Context: an optimization exercise on an open-source flow, tuned for small area. The choices shown serve that exercise and are no tape-out recipe.
At most, simulation tests tie the RTL to the original design; equivalence was not proved.
Power figures rest on the tool's default switching activity, not on a simulated workload.

==> harbor: inputs <==
==> flow/design.v <==
`default_nettype none
module ConfirmCtl (
	input wire clock,
	input wire reset,
	input wire cf_s,
	output reg c_pulse
);
	reg c_lock;
	reg [12:0] dcnt;
	wire d_done = ~cf_s & (dcnt >= 13'd6250);
	always @(posedge clock) begin
		if (reset) begin
			c_pulse <= 1'b0;
			c_lock <= 1'b0;
		end
		else begin
			c_pulse <= ~c_pulse & ~c_lock & cf_s;
			c_lock <= c_pulse | (c_lock & ~d_done);
		end
		dcnt <= c_lock ? dcnt + 13'd1 : 13'd0;
	end
endmodule
module Bot (
	input wire clock,
	input wire reset,
	input wire sp_s,
	input wire [6:0] full,
	output reg [2:0] bcode,
	output reg b1
);
	reg [3:0] lf;
	always @(posedge clock)
		if (reset)
			lf <= 4'b1001;
		else
			lf <= {lf[2:0], lf[3] ^ lf[2]};
	wire x21 = lf[2] ^ lf[1];
	wire [6:0] rnd = {x21, lf[2], lf[3], lf[3] ^ x21, lf[0], lf[2], lf[3] ^ lf[1]};
	wire [6:0] want = rnd & ~full & {7{sp_s}};
	always @(*)
		if (want[3])
			bcode = 3'd3;
		else if (want[4])
			bcode = 3'd4;
		else if (want[2])
			bcode = 3'd2;
		else if (want[5])
			bcode = 3'd5;
		else if (want[1])
			bcode = 3'd1;
		else if (want[6])
			bcode = 3'd6;
		else if (want[0])
			bcode = 3'd0;
		else
			bcode = 3'd7;
	reg b2;
	reg [12:0] tcnt;
	wire t_done = ~sp_s & (tcnt >= 13'd6250);
	always @(posedge clock) begin
		if (reset) begin
			b1 <= 1'b0;
			b2 <= 1'b0;
		end
		else begin
			b1 <= ~b1 & ~b2 & (|want);
			b2 <= b1 | (b2 & ~t_done);
		end
		tcnt <= b2 ? tcnt + 13'd1 : 13'd0;
	end
endmodule
module BoardStore (
	input wire clock,
	input wire clear,
	input wire do_move,
	input wire [2:0] code,
	input wire cp,
	output reg [48:0] bd
);
	integer c;
	always @(posedge clock)
		if (clear)
			bd <= {7{7'b0000001}};
		else if (do_move)
			for (c = 0; c < 7; c = c + 1)
				if ((code == c) & ~bd[7 * c + 6])
					bd[7 * c +: 7] <= {bd[7 * c +: 6], cp};
endmodule
module Vga (
	input wire clock,
	input wire reset,
	output reg [3:0] hk,
	output reg hp,
	output reg [2:0] vj,
	output reg vq,
	output wire hsync,
	output wire vsync,
	output wire valid
);
	reg [5:0] hc;
	reg [5:0] vr;
	wire eol = (hk == 4'd9) & ~hp & (hc == 6'd35);
	always @(posedge clock)
		if (reset) begin
			hk <= 4'd0;
			hp <= 1'b0;
			hc <= 6'd0;
			vj <= 3'd0;
			vq <= 1'b0;
			vr <= 6'd0;
		end
		else begin
			if (eol) begin
				hk <= 4'd0;
				hc <= 6'd0;
			end
			else if (~hp & (hc == 6'd44)) begin
				hp <= 1'b1;
				hc <= 6'd0;
			end
			else if (hp & (hc == 6'd39)) begin
				hp <= 1'b0;
				hc <= 6'd0;
				hk <= hk + 4'd1;
			end
			else
				hc <= hc + 6'd1;
			if (eol) begin
				if (vj == 3'd7) begin
					vj <= 3'd0;
					vr <= 6'd0;
				end
				else if (~vq & (vr == 6'd29)) begin
					vq <= 1'b1;
					vr <= 6'd0;
				end
				else if (vq & (vr == 6'd44)) begin
					vq <= 1'b0;
					vr <= 6'd0;
					vj <= vj + 3'd1;
				end
				else
					vr <= vr + 6'd1;
			end
		end
	assign hsync = ~(((hk == 4'd7) & hp & (hc >= 6'd17)) | ((hk == 4'd8) & (~hp | (hc <= 6'd27))));
	assign vsync = ~((vj == 3'd6) & vq & ((vr == 6'd11) | (vr == 6'd12)));
	assign valid = ((hk < 4'd7) | ((hk == 4'd7) & ~hp)) & ((vj < 3'd6) | ((vj == 3'd6) & ~vq));
endmodule
module Pixel (
	input wire [48:0] bd,
	input wire hp,
	input wire [3:0] hk,
	input wire vq,
	input wire [2:0] vj,
	output wire red,
	output wire green,
	output wire blue
);
	wire is_board = ~hp | ~vq;
	reg [6:0] w;
	always @(*)
		case (hk[2:0])
			3'd0: w = bd[6:0];
			3'd1: w = bd[13:7];
			3'd2: w = bd[20:14];
			3'd3: w = bd[27:21];
			3'd4: w = bd[34:28];
			3'd5: w = bd[41:35];
			default: w = bd[48:42];
		endcase
	wire [6:0] mk;
	assign mk[6] = w[6];
	assign mk[5] = w[5] & ~w[6];
	assign mk[4] = w[4] & ~(|w[6:5]);
	assign mk[3] = w[3] & ~(|w[6:4]);
	assign mk[2] = w[2] & ~(|w[6:3]);
	assign mk[1] = w[1] & ~(|w[6:2]);
	assign mk[0] = w[0] & ~(|w[6:1]);
	reg occ, p2;
	always @(*)
		case (vj)
			3'd0: begin
				occ = w[6];
				p2 = (mk[6] & w[0]);
			end
			3'd1: begin
				occ = |w[6:5];
				p2 = (mk[6] & w[1]) | (mk[5] & w[0]);
			end
			3'd2: begin
				occ = |w[6:4];
				p2 = (mk[6] & w[2]) | (mk[5] & w[1]) | (mk[4] & w[0]);
			end
			3'd3: begin
				occ = |w[6:3];
				p2 = (mk[6] & w[3]) | (mk[5] & w[2]) | (mk[4] & w[1]) | (mk[3] & w[0]);
			end
			3'd4: begin
				occ = |w[6:2];
				p2 = (mk[6] & w[4]) | (mk[5] & w[3]) | (mk[4] & w[2]) | (mk[3] & w[1]) | (mk[2] & w[0]);
			end
			default: begin
				occ = |w[6:1];
				p2 = (mk[6] & w[5]) | (mk[5] & w[4]) | (mk[4] & w[3]) | (mk[3] & w[2]) | (mk[2] & w[1]) | (mk[1] & w[0]);
			end
		endcase
	assign blue = is_board;
	assign red = ~is_board & occ;
	assign green = red & p2;
endmodule
module TopChip (
	input wire clock,
	input wire reset,
	input wire [11:0] io_in,
	output wire [11:0] io_out
);
	reg [2:0] mv_code;
	always @(*)
		case (mv_h)
			7'b0000001: mv_code = 3'd0;
			7'b0000010: mv_code = 3'd1;
			7'b0000100: mv_code = 3'd2;
			7'b0001000: mv_code = 3'd3;
			7'b0010000: mv_code = 3'd4;
			7'b0100000: mv_code = 3'd5;
			7'b1000000: mv_code = 3'd6;
			default: mv_code = 3'd7;
		endcase
	reg [6:0] mv_h;
	reg [2:0] mv_s;
	reg cf_h, cf_s, sp_h, sp_s, pvp_h, pvp_s, ng_h, ng_s;
	always @(posedge clock) begin
		mv_h <= io_in[6:0];
		mv_s <= mv_code;
		cf_h <= io_in[7];
		cf_s <= cf_h;
		sp_h <= io_in[8];
		sp_s <= sp_h;
		pvp_h <= io_in[9];
		pvp_s <= pvp_h;
		ng_h <= io_in[10];
		ng_s <= ng_h;
	end
	reg cp;
	always @(posedge clock)
		if (reset)
			cp <= 1'b0;
		else
			cp <= sp_s;
	wire c_pulse;
	ConfirmCtl confirm (.clock(clock), .reset(reset), .cf_s(cf_s), .c_pulse(c_pulse));
	wire [48:0] bd;
	wire [6:0] full;
	genvar gc;
	generate
		for (gc = 0; gc < 7; gc = gc + 1) begin : g_full
			assign full[gc] = bd[7 * gc + 6];
		end
	endgenerate
	wire [2:0] bcode;
	wire b1;
	Bot bot (.clock(clock), .reset(reset), .sp_s(sp_s), .full(full), .bcode(bcode), .b1(b1));
	wire human = ~cp | pvp_s;
	wire [2:0] code = human ? mv_s : bcode;
	wire do_move = human ? c_pulse : b1;
	BoardStore board (.clock(clock), .clear(reset | ng_s), .do_move(do_move), .code(code),
	                  .cp(cp), .bd(bd));
	wire hp, vq;
	wire [3:0] hk;
	wire [2:0] vj;
	wire hsync, vsync, valid;
	Vga vga (.clock(clock), .reset(reset), .hp(hp), .hk(hk), .vq(vq), .vj(vj),
	         .hsync(hsync), .vsync(vsync), .valid(valid));
	wire red, green, blue;
	Pixel pixel (.bd(bd), .hp(hp), .hk(hk), .vq(vq), .vj(vj), .red(red), .green(green), .blue(blue));
	assign io_out[0] = vsync;
	assign io_out[1] = hsync;
	assign io_out[2] = valid;
	assign io_out[3] = 1'b0;
	assign io_out[5:4] = {2{red}};
	assign io_out[7:6] = {2{green}};
	assign io_out[9:8] = {2{blue}};
	assign io_out[11:10] = 2'b00;
endmodule
`default_nettype none
module my_chip (
    input logic [11:0] io_in,  
    output logic [11:0] io_out,  
    input logic clock,
    input logic reset  
);
    TopChip top_i (.clock(clock), .reset(reset), .io_in(io_in), .io_out(io_out));
endmodule
==> flow/run.sh <==
#!/bin/bash
# synth_recipe.tcl (not shown) runs the flow's synth.tcl, then flattens the netlist and writes it again
# the make line also repeats each setting of config.mk as NAME=value (left out here)
make -C /OpenROAD-flow-scripts/flow DESIGN_CONFIG=/design/flow/config.mk WORK_HOME=/design/flow/orfs CLKGATE_MAP_FILE= SYNTH_SCRIPT=/design/flow/synth_recipe.tcl finish
==> flow/config.mk <==
export PLATFORM = sky130hd
export DESIGN_NAME = my_chip
export DESIGN_NICKNAME = my_chip
export VERILOG_FILES = /design/flow/design.v
export SDC_FILE = /design/flow/constraint.sdc
export NUM_CORES = 4
export LEC_CHECK = 0
export CAP_MARGIN = 20
export CORE_MARGIN = 2
export CORE_UTILIZATION = 40
export CTS_BUF_LIST = sky130_fd_sc_hd__clkbuf_4
export SLEW_MARGIN = 20
==> flow/constraint.sdc <==
create_clock -name core_clock -period 20.0 [get_ports {clock}]
set_input_delay 4.0000 -clock core_clock [delete_from_list [all_inputs] [get_ports {clock}]]
set_output_delay 4.0000 -clock core_clock [all_outputs]
set_load 0.01 [all_outputs]
==> umber: changes against harbor <==
--- a/flow/design.v
+++ b/flow/design.v
@@ -1,3 +1,16 @@
 `default_nettype none
+module Count6250 (
+	input wire clock,
+	input wire run,
+	output reg done
+);
+	reg [12:0] s;
+	wire low_zero = (s[11:0] == 12'd0);
+	wire fb = s[12] ^ s[3] ^ s[2] ^ s[0] ^ low_zero;
+	always @(posedge clock) begin
+		s <= run ? {s[11:0], fb} : 13'd0;
+		done <= run & ((s == 13'b1011011110111) | (done & ~(s[12] & low_zero)));
+	end
+endmodule
 module ConfirmCtl (
 	input wire clock,
@@ -7,6 +20,7 @@
 );
 	reg c_lock;
-	reg [12:0] dcnt;
-	wire d_done = ~cf_s & (dcnt >= 13'd6250);
+	wire d_cnt_done;
+	Count6250 dcnt (.clock(clock), .run(c_lock), .done(d_cnt_done));
+	wire d_done = ~cf_s & d_cnt_done;
 	always @(posedge clock) begin
 		if (reset) begin
@@ -18,5 +32,4 @@
 			c_lock <= c_pulse | (c_lock & ~d_done);
 		end
-		dcnt <= c_lock ? dcnt + 13'd1 : 13'd0;
 	end
 endmodule
@@ -56,6 +69,7 @@
 			bcode = 3'd7;
 	reg b2;
-	reg [12:0] tcnt;
-	wire t_done = ~sp_s & (tcnt >= 13'd6250);
+	wire t_cnt_done;
+	Count6250 tcnt (.clock(clock), .run(b2), .done(t_cnt_done));
+	wire t_done = ~sp_s & t_cnt_done;
 	always @(posedge clock) begin
 		if (reset) begin
@@ -67,5 +81,4 @@
 			b2 <= b1 | (b2 & ~t_done);
 		end
-		tcnt <= b2 ? tcnt + 13'd1 : 13'd0;
 	end
 endmodule
@@ -100,50 +113,47 @@
 	reg [5:0] hc;
 	reg [5:0] vr;
-	wire eol = (hk == 4'd9) & ~hp & (hc == 6'd35);
+	wire h_last = hk[3] ? (hc == 6'b100110) :                 
+	              hp ? ((hk[2:0] == 3'd7) ? (hc == 6'b010011) :  
+	                                        (hc == 6'b110111)) :  
+	                   (hc == 6'b101100);                       
+	wire eol = h_last & (hk == 4'd9);
+	wire v_last = (vj == 3'd7) ? (vq ? (vr == 6'b001001) :       
+	                                   (vr == 6'b000010)) :       
+	              vq ? ((vj == 3'd6) ? (vr == 6'b110001) :       
+	                                   (vr == 6'b101100)) :       
+	                   (vr == 6'b111001);                       
 	always @(posedge clock)
 		if (reset) begin
 			hk <= 4'd0;
 			hp <= 1'b0;
-			hc <= 6'd0;
+			hc <= 6'b000001;
 			vj <= 3'd0;
 			vq <= 1'b0;
-			vr <= 6'd0;
+			vr <= 6'b000001;
 		end
 		else begin
+			if (h_last) begin
+				hc <= 6'b000001;
+				hp <= ~hp & ~eol;
+				if (eol)
+					hk <= 4'd0;
+				else if (hp)
+					hk <= hk + 4'd1;
+			end
+			else
+				hc <= {hc[4:0], hc[5] ^ hc[4]};
 			if (eol) begin
-				hk <= 4'd0;
-				hc <= 6'd0;
-			end
-			else if (~hp & (hc == 6'd44)) begin
-				hp <= 1'b1;
-				hc <= 6'd0;
-			end
-			else if (hp & (hc == 6'd39)) begin
-				hp <= 1'b0;
-				hc <= 6'd0;
-				hk <= hk + 4'd1;
-			end
-			else
-				hc <= hc + 6'd1;
-			if (eol) begin
-				if (vj == 3'd7) begin
-					vj <= 3'd0;
-					vr <= 6'd0;
-				end
-				else if (~vq & (vr == 6'd29)) begin
-					vq <= 1'b1;
-					vr <= 6'd0;
-				end
-				else if (vq & (vr == 6'd44)) begin
-					vq <= 1'b0;
-					vr <= 6'd0;
-					vj <= vj + 3'd1;
+				if (v_last) begin
+					vr <= 6'b000001;
+					vq <= ~vq;
+					if (vq)
+						vj <= vj + 3'd1;
 				end
 				else
-					vr <= vr + 6'd1;
-			end
-		end
-	assign hsync = ~(((hk == 4'd7) & hp & (hc >= 6'd17)) | ((hk == 4'd8) & (~hp | (hc <= 6'd27))));
-	assign vsync = ~((vj == 3'd6) & vq & ((vr == 6'd11) | (vr == 6'd12)));
+					vr <= {vr[4:0], vr[5] ^ vr[4]};
+			end
+		end
+	assign hsync = ~(hk == 4'd8);
+	assign vsync = ~((vj == 3'd7) & ~vq);
 	assign valid = ((hk < 4'd7) | ((hk == 4'd7) & ~hp)) & ((vj < 3'd6) | ((vj == 3'd6) & ~vq));
 endmodule
==> flow/flow/run.sh (new file) <==
#!/bin/bash
# Own flow: the standard layout (standard.sh) with these changes:
#  - synthesis is the standard flow's script (synth_recipe.tcl, so -nofsm -noshare, flatten and
#    the same renaming; registers are mapped before ABC and keep their names and
#    cells) with ABC's cell mapping run by an area-oriented script (abc_area.script)
#    instead of ORFS's speed script;
#  - port buffers use the smallest buffer cell (buf_1);
#  - the clock tree uses clkbuf_4 buffers and no dummy balancing loads.
# Every tool's output goes to the ORFS logs under orfs/logs and to flow.log here.
set -euo pipefail
here=$(pwd)
# The standard flow's synthesis script with ABC's -script argument pointed at ours
{
  head -n 1 synth_recipe.tcl
  cat flow/abc_override.tcl
  tail -n +2 synth_recipe.tcl
} > synth_area.tcl
sed "s#SYNTH_SCRIPT=[^ ]*#SYNTH_SCRIPT=$here/synth_area.tcl#" standard.sh > standard_area.sh
export AREA_ABC_SCRIPT="$here/flow/abc_area.script"
export BUFFER_PORTS_ARGS="-buffer_cell sky130_fd_sc_hd__buf_1"
export CTS_ARGS="-sink_clustering_enable -repair_clock_nets -dont_use_dummy_load -buf_list sky130_fd_sc_hd__clkbuf_4 -root_buf sky130_fd_sc_hd__clkbuf_8"
bash standard_area.sh finish > flow.log 2>&1
==> flow/flow/abc_area.script (new file) <==
strash
dc2
&get -n
&deepsyn -I 10 -J 3
&dch -f
&nf -R 1000 -p -F 8 -A 4
&put
topo
stime -c
==> flow/flow/abc_override.tcl (new file) <==
# run ABC's cell mapping with the script named by AREA_ABC_SCRIPT
proc abc {args} {
  set i [lsearch -exact $args -script]
  if {$i >= 0 && [info exists ::env(AREA_ABC_SCRIPT)]} {
    lset args [expr {$i + 1}] $::env(AREA_ABC_SCRIPT)
  }
  yosys abc {*}$args
}
==> flow/standard.sh (new file) <==
#!/bin/bash
# synth_recipe.tcl (not shown) runs the flow's synth.tcl, then flattens the netlist and writes it again
# the make line also repeats each setting of config.mk as NAME=value (left out here)
make -C /OpenROAD-flow-scripts/flow DESIGN_CONFIG=/design/flow/config.mk WORK_HOME=/design/flow/orfs CLKGATE_MAP_FILE= SYNTH_SCRIPT=/design/flow/synth_recipe.tcl "${@:-finish}"
CORE_UTILIZATION = 60   (was 40)
CTS_BUF_LIST = not set   (was sky130_fd_sc_hd__clkbuf_4)
removed: flow/run.sh
==> raven: changes against harbor <==
--- a/flow/design.v
+++ b/flow/design.v
@@ -1,3 +1,16 @@
 `default_nettype none
+module Count6250 (
+	input wire clock,
+	input wire run,
+	output reg done
+);
+	reg [12:0] s;
+	wire low_zero = (s[11:0] == 12'd0);
+	wire fb = s[12] ^ s[3] ^ s[2] ^ s[0] ^ low_zero;
+	always @(posedge clock) begin
+		s <= run ? {s[11:0], fb} : 13'd0;
+		done <= run & ((s == 13'b1011011110111) | (done & ~(s[12] & low_zero)));
+	end
+endmodule
 module ConfirmCtl (
 	input wire clock,
@@ -7,6 +20,7 @@
 );
 	reg c_lock;
-	reg [12:0] dcnt;
-	wire d_done = ~cf_s & (dcnt >= 13'd6250);
+	wire d_cnt_done;
+	Count6250 dcnt (.clock(clock), .run(c_lock), .done(d_cnt_done));
+	wire d_done = ~cf_s & d_cnt_done;
 	always @(posedge clock) begin
 		if (reset) begin
@@ -18,5 +32,4 @@
 			c_lock <= c_pulse | (c_lock & ~d_done);
 		end
-		dcnt <= c_lock ? dcnt + 13'd1 : 13'd0;
 	end
 endmodule
@@ -56,6 +69,7 @@
 			bcode = 3'd7;
 	reg b2;
-	reg [12:0] tcnt;
-	wire t_done = ~sp_s & (tcnt >= 13'd6250);
+	wire t_cnt_done;
+	Count6250 tcnt (.clock(clock), .run(b2), .done(t_cnt_done));
+	wire t_done = ~sp_s & t_cnt_done;
 	always @(posedge clock) begin
 		if (reset) begin
@@ -67,5 +81,4 @@
 			b2 <= b1 | (b2 & ~t_done);
 		end
-		tcnt <= b2 ? tcnt + 13'd1 : 13'd0;
 	end
 endmodule
@@ -100,50 +113,47 @@
 	reg [5:0] hc;
 	reg [5:0] vr;
-	wire eol = (hk == 4'd9) & ~hp & (hc == 6'd35);
+	wire h_last = hk[3] ? (hc == 6'b100110) :                 
+	              hp ? ((hk[2:0] == 3'd7) ? (hc == 6'b010011) :  
+	                                        (hc == 6'b110111)) :  
+	                   (hc == 6'b101100);                       
+	wire eol = h_last & (hk == 4'd9);
+	wire v_last = (vj == 3'd7) ? (vq ? (vr == 6'b001001) :       
+	                                   (vr == 6'b000010)) :       
+	              vq ? ((vj == 3'd6) ? (vr == 6'b110001) :       
+	                                   (vr == 6'b101100)) :       
+	                   (vr == 6'b111001);                       
 	always @(posedge clock)
 		if (reset) begin
 			hk <= 4'd0;
 			hp <= 1'b0;
-			hc <= 6'd0;
+			hc <= 6'b000001;
 			vj <= 3'd0;
 			vq <= 1'b0;
-			vr <= 6'd0;
+			vr <= 6'b000001;
 		end
 		else begin
+			if (h_last) begin
+				hc <= 6'b000001;
+				hp <= ~hp & ~eol;
+				if (eol)
+					hk <= 4'd0;
+				else if (hp)
+					hk <= hk + 4'd1;
+			end
+			else
+				hc <= {hc[4:0], hc[5] ^ hc[4]};
 			if (eol) begin
-				hk <= 4'd0;
-				hc <= 6'd0;
-			end
-			else if (~hp & (hc == 6'd44)) begin
-				hp <= 1'b1;
-				hc <= 6'd0;
-			end
-			else if (hp & (hc == 6'd39)) begin
-				hp <= 1'b0;
-				hc <= 6'd0;
-				hk <= hk + 4'd1;
-			end
-			else
-				hc <= hc + 6'd1;
-			if (eol) begin
-				if (vj == 3'd7) begin
-					vj <= 3'd0;
-					vr <= 6'd0;
-				end
-				else if (~vq & (vr == 6'd29)) begin
-					vq <= 1'b1;
-					vr <= 6'd0;
-				end
-				else if (vq & (vr == 6'd44)) begin
-					vq <= 1'b0;
-					vr <= 6'd0;
-					vj <= vj + 3'd1;
+				if (v_last) begin
+					vr <= 6'b000001;
+					vq <= ~vq;
+					if (vq)
+						vj <= vj + 3'd1;
 				end
 				else
-					vr <= vr + 6'd1;
-			end
-		end
-	assign hsync = ~(((hk == 4'd7) & hp & (hc >= 6'd17)) | ((hk == 4'd8) & (~hp | (hc <= 6'd27))));
-	assign vsync = ~((vj == 3'd6) & vq & ((vr == 6'd11) | (vr == 6'd12)));
+					vr <= {vr[4:0], vr[5] ^ vr[4]};
+			end
+		end
+	assign hsync = ~(hk == 4'd8);
+	assign vsync = ~((vj == 3'd7) & ~vq);
 	assign valid = ((hk < 4'd7) | ((hk == 4'd7) & ~hp)) & ((vj < 3'd6) | ((vj == 3'd6) & ~vq));
 endmodule
==> flow/flow/run.sh (new file) <==
#!/bin/bash
# Own flow: the standard layout (standard.sh) with these changes:
#  - synthesis is the standard flow's script (synth_recipe.tcl, so -nofsm -noshare, flatten and
#    the same renaming; registers are mapped before ABC and keep their names and
#    cells) with ABC's cell mapping run by an area-oriented script (abc_area.script)
#    instead of ORFS's speed script;
#  - port buffers use the smallest buffer cell (buf_1);
#  - the clock tree uses clkbuf_4 buffers and no dummy balancing loads.
# Every tool's output goes to the ORFS logs under orfs/logs and to flow.log here.
set -euo pipefail
here=$(pwd)
# The standard flow's synthesis script with ABC's -script argument pointed at ours
{
  head -n 1 synth_recipe.tcl
  cat flow/abc_override.tcl
  tail -n +2 synth_recipe.tcl
} > synth_area.tcl
sed "s#SYNTH_SCRIPT=[^ ]*#SYNTH_SCRIPT=$here/synth_area.tcl#" standard.sh > standard_area.sh
export AREA_ABC_SCRIPT="$here/flow/abc_area.script"
export BUFFER_PORTS_ARGS="-buffer_cell sky130_fd_sc_hd__buf_1"
export CTS_ARGS="-sink_clustering_enable -repair_clock_nets -dont_use_dummy_load -buf_list sky130_fd_sc_hd__clkbuf_4 -root_buf sky130_fd_sc_hd__clkbuf_8"
bash standard_area.sh finish > flow.log 2>&1
==> flow/flow/abc_area.script (new file) <==
strash
dc2
&get -n
&deepsyn -I 10 -J 3
&put
dch -f
amap
topo
stime -c
==> flow/flow/abc_override.tcl (new file) <==
# run ABC's cell mapping with the script named by AREA_ABC_SCRIPT
proc abc {args} {
  set i [lsearch -exact $args -script]
  if {$i >= 0 && [info exists ::env(AREA_ABC_SCRIPT)]} {
    lset args [expr {$i + 1}] $::env(AREA_ABC_SCRIPT)
  }
  yosys abc {*}$args
}
==> flow/standard.sh (new file) <==
#!/bin/bash
# synth_recipe.tcl (not shown) runs the flow's synth.tcl, then flattens the netlist and writes it again
# the make line also repeats each setting of config.mk as NAME=value (left out here)
make -C /OpenROAD-flow-scripts/flow DESIGN_CONFIG=/design/flow/config.mk WORK_HOME=/design/flow/orfs CLKGATE_MAP_FILE= SYNTH_SCRIPT=/design/flow/synth_recipe.tcl "${@:-finish}"
CORE_UTILIZATION = 60   (was 40)
CTS_BUF_LIST = not set   (was sky130_fd_sc_hd__clkbuf_4)
removed: flow/run.sh
==> results.txt <==
- Status: finished clean
- Post-layout util: 0.4464
- Initial Util: 0.4139
- Seq pwr share: 0.592
- Met2 usage: 0.2688
- Critical Path End: io_out[6]
- Nonclk buf count: 23
- CP Depth: 9
- Chip height: 127.1 um
- WL met3: 498 um
- Clock buffer count: 18
- Power in the clock group: 154 uW
- Min cycle time layout: 8.615 ns
- Final HPWL DP: 9.384 mm
- DP Cell Count: 867
- Routed met2 length: 6.122 mm
- Seq cells: 123
-- figures above: harbor

==> results.txt <==
- Status: finished clean
- Initial Util: 0.6181
- CP Depth: 13
- Seq pwr share: 0.659
- Nonclk buf count: 21
- Worst Hold End: top_i.pvp_s$_DFF_P_
- DP Cell Count: 741
- Met3 Usage GRT: 0.05403
- Seq cells: between 100 and 150
- Power in the clock group: 115 uW
- Area growth syn-to-layout: 5.149%
- Critical Path End: io_out[7]
- Post-layout util: 0.6499
- WL met3: 467 um
- Routed met2 length: 4.688 mm
- Min cycle time layout: 7.831 ns
- Met2 usage: 0.3941
-- figures above: raven

==> results.txt <==
- Status: finished clean
- Final HPWL DP: ~7.1 mm
- Chip height: about 95 um
- Seq cells: 125
- WL met3: between 500 and 600 um
- Initial Util: 0.6104
- Power in the clock group: 113 uW
- Seq pwr share: 0.668
- Post-layout util: 0.6433
- Nonclk buf count: 21
-- figures above: umber

Function not checked in harbor: the RTL went through the layout flow alone.

## re-timing with driven ports
How much do the figures lean on ideal ports? The routed layouts below were timed once more, with nothing changed but the port constraints. Step 1 (the two cells are an assumption about what drives the block):
set clk [get_ports {clock}]
set_driving_cell -lib_cell sky130_fd_sc_hd__clkbuf_16 $clk
set_driving_cell -lib_cell sky130_fd_sc_hd__buf_2 [delete_from_list [all_inputs] $clk]
Step 2 adds t to the input delays and takes it off the output delays; t is the mean of the earliest and latest rising clock arrival at the registers after step 1. Input paths then give back, and output paths get back, about the clock's delay inside the block. a / b / c = no drivers / after step 1 / after step 2; a / b = the first two.
| run | t (ns) | setup WS [ns] | worst setup path at the end | worst data-port slew with drivers (ns) |
|---|---|---|---|---|
| harbor | 0.546 | 11.385 / 11.347 / 11.892 | register to output | 0.03 |
| umber | 0.411 | 12.286 / 12.249 / 12.661 | register to output | 0.03 |
| raven | 0.415 | 12.169 / 12.140 / 12.555 | register to output | 0.03 |
After both steps every run listed still meets setup and hold.
